From an optimization exercise on the open Yosys and OpenROAD flow, aimed at small area, a short achievable clock period and few clock cycles per item; shortcuts taken in it are not production practice.
In this exercise RTL edits were held to simulation tests only and were not proved equivalent to the original.

===== flow/run.sh =====
#!/bin/bash
# synth_recipe.tcl (not shown) runs the flow's synth.tcl, then flattens the netlist and writes it again
# the make line also repeats each setting of config.mk as NAME=value (left out here)
make -C /OpenROAD-flow-scripts/flow DESIGN_CONFIG=/design/flow/config.mk WORK_HOME=/design/flow/orfs CLKGATE_MAP_FILE= SYNTH_SCRIPT=/design/flow/synth_recipe.tcl finish

===== flow/config.mk =====
export PLATFORM = sky130hd
export DESIGN_NAME = ntt256
export DESIGN_NICKNAME = ntt256
export VERILOG_FILES = /design/flow/design.v
export SDC_FILE = /design/flow/constraint.sdc
export NUM_CORES = 4
export LEC_CHECK = 0
export CAP_MARGIN = 20
export CORE_MARGIN = 2
export CORE_UTILIZATION = 40
export SLEW_MARGIN = 20

===== flow/constraint.sdc =====
create_clock -name core_clock -period 10.0 [get_ports {clk}]
set_input_delay 2.0000 -clock core_clock [delete_from_list [all_inputs] [get_ports {clk}]]
set_output_delay 2.0000 -clock core_clock [all_outputs]
set_load 0.01 [all_outputs]

===== flow/design.v =====
`timescale 1ns / 1ps
module mod_add #(
    parameter WIDTH = 24
)(
    input  wire [WIDTH-1:0] a,
    input  wire [WIDTH-1:0] b,
    input  wire [WIDTH-1:0] q,  
    output wire [WIDTH-1:0] res
);
    wire [WIDTH:0] sum;
    assign sum = a + b;
    assign res = (sum >= q) ? (sum - q) : sum[WIDTH-1:0];
endmodule
`timescale 1ns / 1ps
module mod_sub #(
    parameter WIDTH = 24
)(
    input  wire [WIDTH-1:0] a,
    input  wire [WIDTH-1:0] b,
    input  wire [WIDTH-1:0] q,  
    output wire [WIDTH-1:0] res
);
    wire [WIDTH:0] sub_res;
    assign sub_res = (a >= b) ? (a - b) : (a + q - b);
    assign res = sub_res[WIDTH-1:0];
endmodule
`timescale 1ns / 1ps
module Barrett_reduce #(
    parameter WIDTH = 24
)(
    input  wire               clk,
    input  wire [2*WIDTH-1:0] prod,  
    input  wire [WIDTH-1:0]   q,     
    input  wire [WIDTH+1:0]   mu,    
    output reg  [WIDTH-1:0]   res
);
    (* use_dsp = "yes" *) reg [3*WIDTH+1:0] r1_big_prod;
    reg [2*WIDTH-1:0] r1_prod; 
    reg [WIDTH-1:0]   r1_q;
    always @(posedge clk) begin
        r1_big_prod <= prod * mu;
        r1_prod     <= prod;
        r1_q        <= q;
    end
    (* use_dsp = "yes" *) reg [WIDTH+2:0] r2_q_times_qhat;
    reg [WIDTH+2:0]   r2_prod_low; 
    reg [WIDTH-1:0]   r2_q;
    wire [WIDTH+2:0] q_hat;
    assign q_hat = r1_big_prod >> 48; 
    always @(posedge clk) begin
        r2_q_times_qhat <= q_hat * r1_q;
        r2_prod_low     <= r1_prod[WIDTH+2:0]; 
        r2_q            <= r1_q;
    end
    wire [WIDTH+2:0] r_raw;
    wire [WIDTH+2:0] r_corr;
    wire [WIDTH-1:0] r_final;
    assign r_raw = r2_prod_low - r2_q_times_qhat;
    assign r_corr  = (r_raw >= r2_q) ? (r_raw - r2_q) : r_raw;
    assign r_final = (r_corr >= r2_q) ? (r_corr - r2_q) : r_corr[WIDTH-1:0];
    always @(posedge clk) begin
        res <= r_final;
    end
endmodule
`timescale 1ns / 1ps
(* use_dsp48="no" *)  
module g1_rom(
    g1,
    mid,
    clk
);
    output reg [23:0] g1;
    input      [8:0]  mid;
    input             clk;
    reg [23:0] lut_val;
    always @(*) begin
        case(mid)
            9'd1:   lut_val = 24'd8380416; 
            9'd2:   lut_val = 24'd4808194;   
            9'd4:   lut_val = 24'd3765607; 
            9'd8:   lut_val = 24'd5178923;  
            9'd16:  lut_val = 24'd7778734; 
            9'd32:  lut_val = 24'd5010068; 
            9'd64:  lut_val = 24'd3602218; 
            9'd128: lut_val = 24'd3073009; 
            default: lut_val = 24'd1;
        endcase
    end
    always @(posedge clk) begin
        g1 <= lut_val;
    end
endmodule
`timescale 1ns / 1ps
module ntt_core #(
    parameter WIDTH = 24
)(
    input  wire          clk,
    input  wire          rst_n,
    input  wire          start,
    output reg           done,
    output reg  [7:0]    ram_addr_a,
    output reg           ram_we_a,        
    output reg  [WIDTH-1:0] ram_wdata_a,
    input  wire [WIDTH-1:0] ram_rdata_a,
    output reg  [7:0]    ram_addr_b,
    output reg           ram_we_b,        
    output reg  [WIDTH-1:0] ram_wdata_b,
    input  wire [WIDTH-1:0] ram_rdata_b,
    output wire [WIDTH-1:0] dbg_gk,
    output wire [WIDTH-1:0] dbg_g1,
    output wire [WIDTH-1:0] dbg_val_u,
    output wire [WIDTH-1:0] dbg_val_v,
    output wire [WIDTH-1:0] dbg_prod_y,
    output wire             dbg_butterfly_done
);
    localparam [WIDTH-1:0] Q = 24'd8380417;
    localparam [WIDTH-1:0] G = 24'd1753;
    localparam [25:0]      MU = 26'd33587228;
    localparam [2:0]       MUL_LATENCY = 3'd5;
    localparam S_IDLE           = 6'd0;
    localparam S_PRE_READ       = 6'd1;
    localparam S_PRE_READ_WAIT  = 6'd2;  
    localparam S_PRE_MUL_DAT    = 6'd3;
    localparam S_PRE_WAIT_DAT   = 6'd4;
    localparam S_PRE_MUL_G      = 6'd5;
    localparam S_PRE_WAIT_G     = 6'd6;
    localparam S_BR_CHECK       = 6'd7;
    localparam S_BR_READ_AB     = 6'd8;  
    localparam S_BR_WAIT_AB     = 6'd9; 
    localparam S_BR_WRITE_AB    = 6'd10; 
    localparam S_STAGE_INIT     = 6'd11;
    localparam S_STAGE_INIT_WAIT= 6'd12;
    localparam S_LOOP_I         = 6'd13;
    localparam S_LOOP_J         = 6'd14;
    localparam S_READ_UV        = 6'd15;  
    localparam S_READ_UV_WAIT   = 6'd16; 
    localparam S_CALC_MUL_REQ   = 6'd17; 
    localparam S_CALC_MUL_WAIT  = 6'd18; 
    localparam S_CALC_ADD       = 6'd19; 
    localparam S_WRITE_UV       = 6'd20;  
    localparam S_UPD_GK_REQ     = 6'd21;
    localparam S_UPD_GK_WAIT    = 6'd22;
    localparam S_DONE           = 6'd23;
    reg [5:0] state;
    reg [2:0] wait_cnt;
    reg [8:0] cnt;
    reg [WIDTH-1:0] g_pow;
    reg [7:0] idx_u, idx_rev;
    reg [8:0] mid;
    reg [8:0] i, j;
    reg [WIDTH-1:0] g1, gk;
    reg [WIDTH-1:0] val_u, val_v, prod_y, res_u, res_v;
    reg [WIDTH-1:0] pre_cal_data;
    wire [WIDTH-1:0] mod_add_out, mod_sub_out;
    mod_add #( .WIDTH(WIDTH) ) u_mod_add ( .a(val_u), .b(prod_y), .q(Q), .res(mod_add_out) );
    mod_sub #( .WIDTH(WIDTH) ) u_mod_sub ( .a(val_u), .b(prod_y), .q(Q), .res(mod_sub_out) );
    wire [WIDTH-1:0] g1_rom_out;
    g1_rom u_g1_rom ( .clk(clk), .mid(mid), .g1(g1_rom_out) );
    reg  [WIDTH-1:0] mul_op1, mul_op2;
    wire [WIDTH-1:0] mul_res;
    (* use_dsp = "yes" *) reg [47:0] prod_reg;
    always @(posedge clk) prod_reg <= mul_op1 * mul_op2;
    Barrett_reduce #( .WIDTH(WIDTH) ) u_barrett (
        .clk(clk), .prod(prod_reg), .q(Q), .mu(MU), .res(mul_res)
    );
    function [7:0] bit_reverse(input [7:0] in);
        integer k;
        begin
            for (k = 0; k < 8; k = k + 1) bit_reverse[k] = in[7-k];
        end
    endfunction
    assign dbg_gk = gk;
    assign dbg_g1 = g1;
    assign dbg_val_u = val_u;
    assign dbg_val_v = val_v;
    assign dbg_prod_y = prod_y;
    assign dbg_butterfly_done = (state == S_WRITE_UV);
    always @(posedge clk or negedge rst_n) begin
        if (!rst_n) begin
            state <= S_IDLE;
            done <= 0;
            ram_we_a <= 0; ram_addr_a <= 0; ram_wdata_a <= 0;
            ram_we_b <= 0; ram_addr_b <= 0; ram_wdata_b <= 0;
            cnt <= 0; g_pow <= 1;
            mid <= 1; mul_op1 <= 0; mul_op2 <= 0;
            val_u <= 0; val_v <= 0;
        end else begin
            case (state)
                S_IDLE: begin
                    done <= 0;
                    ram_we_a <= 0; ram_we_b <= 0;
                    if (start) begin
                        cnt <= 0;
                        g_pow <= 24'd1; 
                        state <= S_PRE_READ;
                    end
                end
                S_PRE_READ: begin
                    ram_we_a <= 0;
                    ram_addr_a <= cnt[7:0];
                    state <= S_PRE_READ_WAIT;
                end
                S_PRE_READ_WAIT: begin
                    state <= S_PRE_MUL_DAT;
                end
                S_PRE_MUL_DAT: begin
                    mul_op1 <= ram_rdata_a;
                    mul_op2 <= g_pow; 
                    wait_cnt <= MUL_LATENCY;
                    state <= S_PRE_WAIT_DAT;
                end
                S_PRE_WAIT_DAT: begin
                    if (wait_cnt == 0) begin
                        pre_cal_data <= mul_res; 
                        mul_op1 <= g_pow; mul_op2 <= G;
                        wait_cnt <= MUL_LATENCY;
                        state <= S_PRE_MUL_G;
                    end else wait_cnt <= wait_cnt - 1;
                end
                S_PRE_MUL_G: begin
                    ram_we_a <= 1;
                    ram_addr_a <= cnt[7:0];
                    ram_wdata_a <= pre_cal_data;
                    state <= S_PRE_WAIT_G;
                end
                S_PRE_WAIT_G: begin
                    ram_we_a <= 0; 
                    if (wait_cnt == 0) begin
                        g_pow <= mul_res;  
                        cnt <= cnt + 1;
                        if (cnt == 255) begin
                            cnt <= 0;
                            state <= S_BR_CHECK; 
                        end else state <= S_PRE_READ;
                    end else wait_cnt <= wait_cnt - 1;
                end
                S_BR_CHECK: begin
                    ram_we_a <= 0; ram_we_b <= 0;
                    if (cnt > 255) begin
                        mid <= 1;
                        state <= S_STAGE_INIT;
                    end else begin
                        idx_u = cnt[7:0];
                        idx_rev = bit_reverse(idx_u);
                        if (idx_u < idx_rev) begin
                            state <= S_BR_READ_AB;
                        end else begin
                            cnt <= cnt + 1;
                            state <= S_BR_CHECK;
                        end
                    end
                end
                S_BR_READ_AB: begin
                    ram_addr_a <= idx_u;
                    ram_addr_b <= idx_rev;
                    state <= S_BR_WAIT_AB;
                end
                S_BR_WAIT_AB: begin
                    state <= S_BR_WRITE_AB;
                end
                S_BR_WRITE_AB: begin
                    ram_we_a <= 1;
                    ram_addr_a <= idx_u;
                    ram_wdata_a <= ram_rdata_b;  
                    ram_we_b <= 1;
                    ram_addr_b <= idx_rev;
                    ram_wdata_b <= ram_rdata_a;  
                    cnt <= cnt + 1;
                    state <= S_BR_CHECK;
                end
                S_STAGE_INIT: begin
                    ram_we_a <= 0; ram_we_b <= 0;
                    if (mid < 256) state <= S_STAGE_INIT_WAIT;
                    else state <= S_DONE;
                end
                S_STAGE_INIT_WAIT: begin
                    g1 <= g1_rom_out;  
                    i <= 0;
                    state <= S_LOOP_I;
                end
                S_LOOP_I: begin
                    if (i < 256) begin
                        gk <= 24'd1;
                        j <= 0; state <= S_LOOP_J;
                    end else begin
                        mid <= mid << 1;  
                        state <= S_STAGE_INIT;
                    end
                end
                S_LOOP_J: begin
                    if (j < mid) state <= S_READ_UV;
                    else begin 
                        i <= i + (mid << 1); 
                        state <= S_LOOP_I;
                    end
                end
                S_READ_UV: begin
                    ram_addr_a <= i + j;
                    ram_addr_b <= i + j + mid;
                    state <= S_READ_UV_WAIT;
                end
                S_READ_UV_WAIT: begin
                    state <= S_CALC_MUL_REQ;
                end
                S_CALC_MUL_REQ: begin
                    val_u <= ram_rdata_a;  
                    val_v <= ram_rdata_b;  
                    mul_op1 <= ram_rdata_b; 
                    mul_op2 <= gk; 
                    wait_cnt <= MUL_LATENCY;
                    state <= S_CALC_MUL_WAIT;
                end
                S_CALC_MUL_WAIT: begin
                    if (wait_cnt == 0) begin
                        prod_y <= mul_res; 
                        state <= S_CALC_ADD;
                    end else wait_cnt <= wait_cnt - 1;
                end
                S_CALC_ADD: begin
                    res_u <= mod_add_out;
                    res_v <= mod_sub_out;
                    state <= S_WRITE_UV;
                end
                S_WRITE_UV: begin
                    ram_we_a <= 1;
                    ram_addr_a <= i + j;
                    ram_wdata_a <= res_u;
                    ram_we_b <= 1;
                    ram_addr_b <= i + j + mid;
                    ram_wdata_b <= res_v;
                    state <= S_UPD_GK_REQ;
                end
                S_UPD_GK_REQ: begin
                    ram_we_a <= 0; ram_we_b <= 0;
                    mul_op1 <= gk; mul_op2 <= g1; 
                    wait_cnt <= MUL_LATENCY;
                    state <= S_UPD_GK_WAIT;
                end
                S_UPD_GK_WAIT: begin
                    if (wait_cnt == 0) begin
                        gk <= mul_res;
                        j <= j + 1;
                        state <= S_LOOP_J;
                    end else wait_cnt <= wait_cnt - 1;
                end
                S_DONE: begin
                    done <= 1;
                    if (start == 0) state <= S_IDLE;
                end
                default: state <= S_IDLE;
            endcase
        end
    end
endmodule
`timescale 1ns / 1ps
module ntt256 (
    input  wire        clk,
    input  wire        rst_n,
    input  wire        start,
    output wire        done,
    output wire [7:0]  ram_addr_a,
    output wire        ram_we_a,
    output wire [23:0] ram_wdata_a,
    input  wire [23:0] ram_rdata_a,
    output wire [7:0]  ram_addr_b,
    output wire        ram_we_b,
    output wire [23:0] ram_wdata_b,
    input  wire [23:0] ram_rdata_b
);
    ntt_core #( .WIDTH(24) ) u_ntt (
        .clk(clk), .rst_n(rst_n), .start(start), .done(done),
        .ram_addr_a(ram_addr_a), .ram_we_a(ram_we_a), .ram_wdata_a(ram_wdata_a), .ram_rdata_a(ram_rdata_a),
        .ram_addr_b(ram_addr_b), .ram_we_b(ram_we_b), .ram_wdata_b(ram_wdata_b), .ram_rdata_b(ram_rdata_b),
        .dbg_gk(), .dbg_g1(), .dbg_val_u(), .dbg_val_v(), .dbg_prod_y(), .dbg_butterfly_done()
    );
endmodule

==> run notes <==
[per-layer routing]
metal | wire [µm] | share of wire, %
met1 | 68000 | 45
met4 | 4530 | 3.0
met2 | 70500 | 46
met5 | 27 | 0.018
met3 | 9580 | 6.3
[worst max-delay path: cells and delay by family (launching register included)]
kind                     cells  cell delay (ns)
flip-flops                   1             0.89
adder cells (fa/ha/maj)      8             3.88
buffers and inverters        7             0.37
AO/OA/AOI/OAI               11             2.72
AND/OR/NAND/NOR              3             0.38
XOR/XNOR                     1             0.14
[cells by family after synthesis]
| logic type | after synthesis | synth area share (%) |
|---|---|---|
| buffers and inverters | 1205 | 8.30 |
| AND/OR/NAND/NOR | 1479 | 13.2 |
| XOR/XNOR | 272 | 4.39 |
| flip-flops | 559 | 25.1 |
| multiplexers | 22 | 0.433 |
| AO/OA/AOI/OAI | 904 | 11.3 |
| adder cells (fa/ha/maj) | 1250 | 37.3 |
[final cells by class]
type                    instances  area [µm²]  area share (%)
well taps                    1794        2240            3.69
inverters                     977        3670            6.04
clock inverters                32         423           0.696
multi-input cells            3927       36900            60.7
repair buffers                191        1740            2.87
diodes                          3        7.51          0.0124
flip-flops and latches        559       13800            22.8
clock buffers                  94        1950            3.21
[through the flow]
stage | hold WS [ns] | util, % | setup slack [ns] | area, µm²
floorplan | 0.310 | - | 2.46 | 55200
global route | 0.310 | 44.3 | 0.836 | 60700
CTS | 0.297 | 44.3 | 1.46 | 60700
global placement | 0.312 | 42.5 | 1.53 | 58300
finish | 0.300 | 44.3 | 1.48 | 60800
detailed placement | 0.312 | 42.5 | 1.52 | 58300
[placed cells by master (no fill, tap or decap), drive strengths merged, types with 62 or more instances in the layout]
master	synthesis	routed
a21o	66	66
a21oi	244	244
a22oi	62	62
and2	348	348
buf	31	74
clkbuf	197	95
clkdlybuf4s50	0	116
dfrtp	184	184
dfxtp	202	202
edfxtp	171	171
fa	661	661
ha	589	589
inv	973	977
nand2	545	545
nor2	254	254
nor3	62	62
o21ai	163	163
xnor2	208	208
xor2	64	64
[worst max path at each step]
stage	start	endpoint	slack (ns)	depth (start not counted)
global route	u_ntt.mul_op2[4]$_DFFE_PN0P_	u_ntt.prod_reg[46]$_DFF_P_	0.84	30
finish	u_ntt.mul_op2[4]$_DFFE_PN0P_	u_ntt.prod_reg[46]$_DFF_P_	1.48	30
detailed placement	u_ntt.mul_op2[4]$_DFFE_PN0P_	u_ntt.prod_reg[46]$_DFF_P_	1.52	30
CTS	u_ntt.mul_op2[4]$_DFFE_PN0P_	u_ntt.prod_reg[46]$_DFF_P_	1.46	30
global placement	u_ntt.mul_op2[4]$_DFFE_PN0P_	u_ntt.prod_reg[46]$_DFF_P_	1.53	30
floorplan	u_ntt.mul_op2[3]$_DFFE_PN0P_	u_ntt.prod_reg[46]$_DFF_P_	2.46	32
==> run notes <==
outcome=timing/DRC/antenna clean; Seq/Total Area, Yosys=25.1%; worst path required time=10.56 ns; met3 Use GR=3.28%; Clock Sinks=559; endpoints failing hold=0; period utilization=85.2%; global-route wire length before repair=240000 µm; Clock Latency Late Sink=0.68 ns; M1 GR Usage=31.0%; final setup TNS=0 ns; DR DRC count=0; cell taking the most area after synthesis=fa_1; Synth area leaders=fa_1 (24%), ha_1 (13%), edfxtp_1 (9.3%); DRT Pass-1 Iters=7; worst hold path type=reg2reg; Starting Density=40.2%; EDFF count, synth=171; ys flop type=dfxtp_1; slew margin rel.=26.0%; Syn Inst Count=5691; vias in the first global route=40800; via count=40100; Worst R2R End=u_ntt.prod_reg[46]$_DFF_P_; max_cap viols=0; Post-CTS Resized=0; area delta synth->final=10.1%; area of the core=0.137 mm²; Hold Path Sink=u_ntt.u_barrett.r2_prod_low[12]$_DFF_P_; clk slew on worst S/H paths=0.07 ns; #FFs+latches synth=559; Mapped Area=0.0552 mm²; HP Start=u_ntt.u_barrett.r1_prod[12]$_DFF_P_; die span in y=375 µm; post-CTS setup buffer count=0; most common cell in the netlist=inv_1; async set or reset register ratio after synthesis=33.3%; CP max stage cell=dfrtp_1; dpl cells=7447; Setup crit start kind=register; met2 Track Usage GR=35.0%; Post-Syn Area per Cell=9.70 µm²; Worst-Margin Slew=1.11 ns; Largest register FFs=48; Placer Congestion=0.909; drt wl/cell=20.2 µm; GRT Max-Usage Layer=met2; Syn Nets=6992; layout cells sized above 1=5.03%; DP HPWL=119000 µm; final wirelength=153000 µm; top-area cell type share of the netlist area=24.0%; Reg2Reg Depth=30; port bufs=117; final setup violation count=0; synth cell count leaders=inv_1 (973), fa_1 (661), ha_1 (589), nand2_1 (544), and2_1 (347); cts hold-fix bufs=0; critical path capture point type=register; Global Route Usage Sum=22.0%; flop2flop setup slack=1.48 ns; Hold Path Depth=0; CTS Buf Count=69; final std cells w/o fill=7577; CP peak stage delay=0.89 ns; initial antenna violation count=13; Setup Skew=0.0444 ns; minimum clock period after layout=8.52 ns; Slew Limit Fails=0; achievable frequency=117 MHz; Routed Antenna Nets=0; RSZ-0062 raised after global routing=false; starting DRC count in detailed routing=3404; Netlist cell types=116; largest net degree at the start of global routing=66; root buffer cell=clkbuf_16; Filler cells=13100; gr ovfl total=0; synth warn=3; CTS Buffer Depth=3; die area=0.141 mm²; post-DR vias/cell=5.29; CTS H-tree lvls=3; critical path class=reg2reg; RR Startpoint=u_ntt.mul_op2[4]$_DFFE_PN0P_; die extent in x=375 µm; Post-layout nets=7026; critical-path maximum fanout=25; Site Rows=136; crit path DAT=9.08 ns; io pins=118; TritonCTS clock tree=built
Testbench counts, summed over its fixed seeds: cycles 444,708, ntts 18.

-- afterwards: timing with drivers on the ports --
Ports are ideal in the flow. The routed layout listed here was re-timed in OpenROAD. Step 1: set_driving_cell puts a clkbuf_16 on clk and a buf_2 on each other input, an assumption about the parent block. Step 2 times the ports against the registers' clock, not the clock port: input delays grow and output delays shrink by t, the midpoint of the rising clock arrivals with the driver on. Three values: ideal ports, drivers, drivers and shift; two values: the first two.
t (ns): 0.732
slack for setup (ns): 1.483 / 1.483 / 1.483
worst setup path after step 2: register to register
latest minus earliest clock arrival (ns): 0.047 / 0.047
slew at the worst register clock pin (ns): 0.07 / 0.07
After both steps setup and hold are still met in this run. For this run, drivers alone change the setup slack by 0.000 ns; drivers and shift together by 0.000 ns.
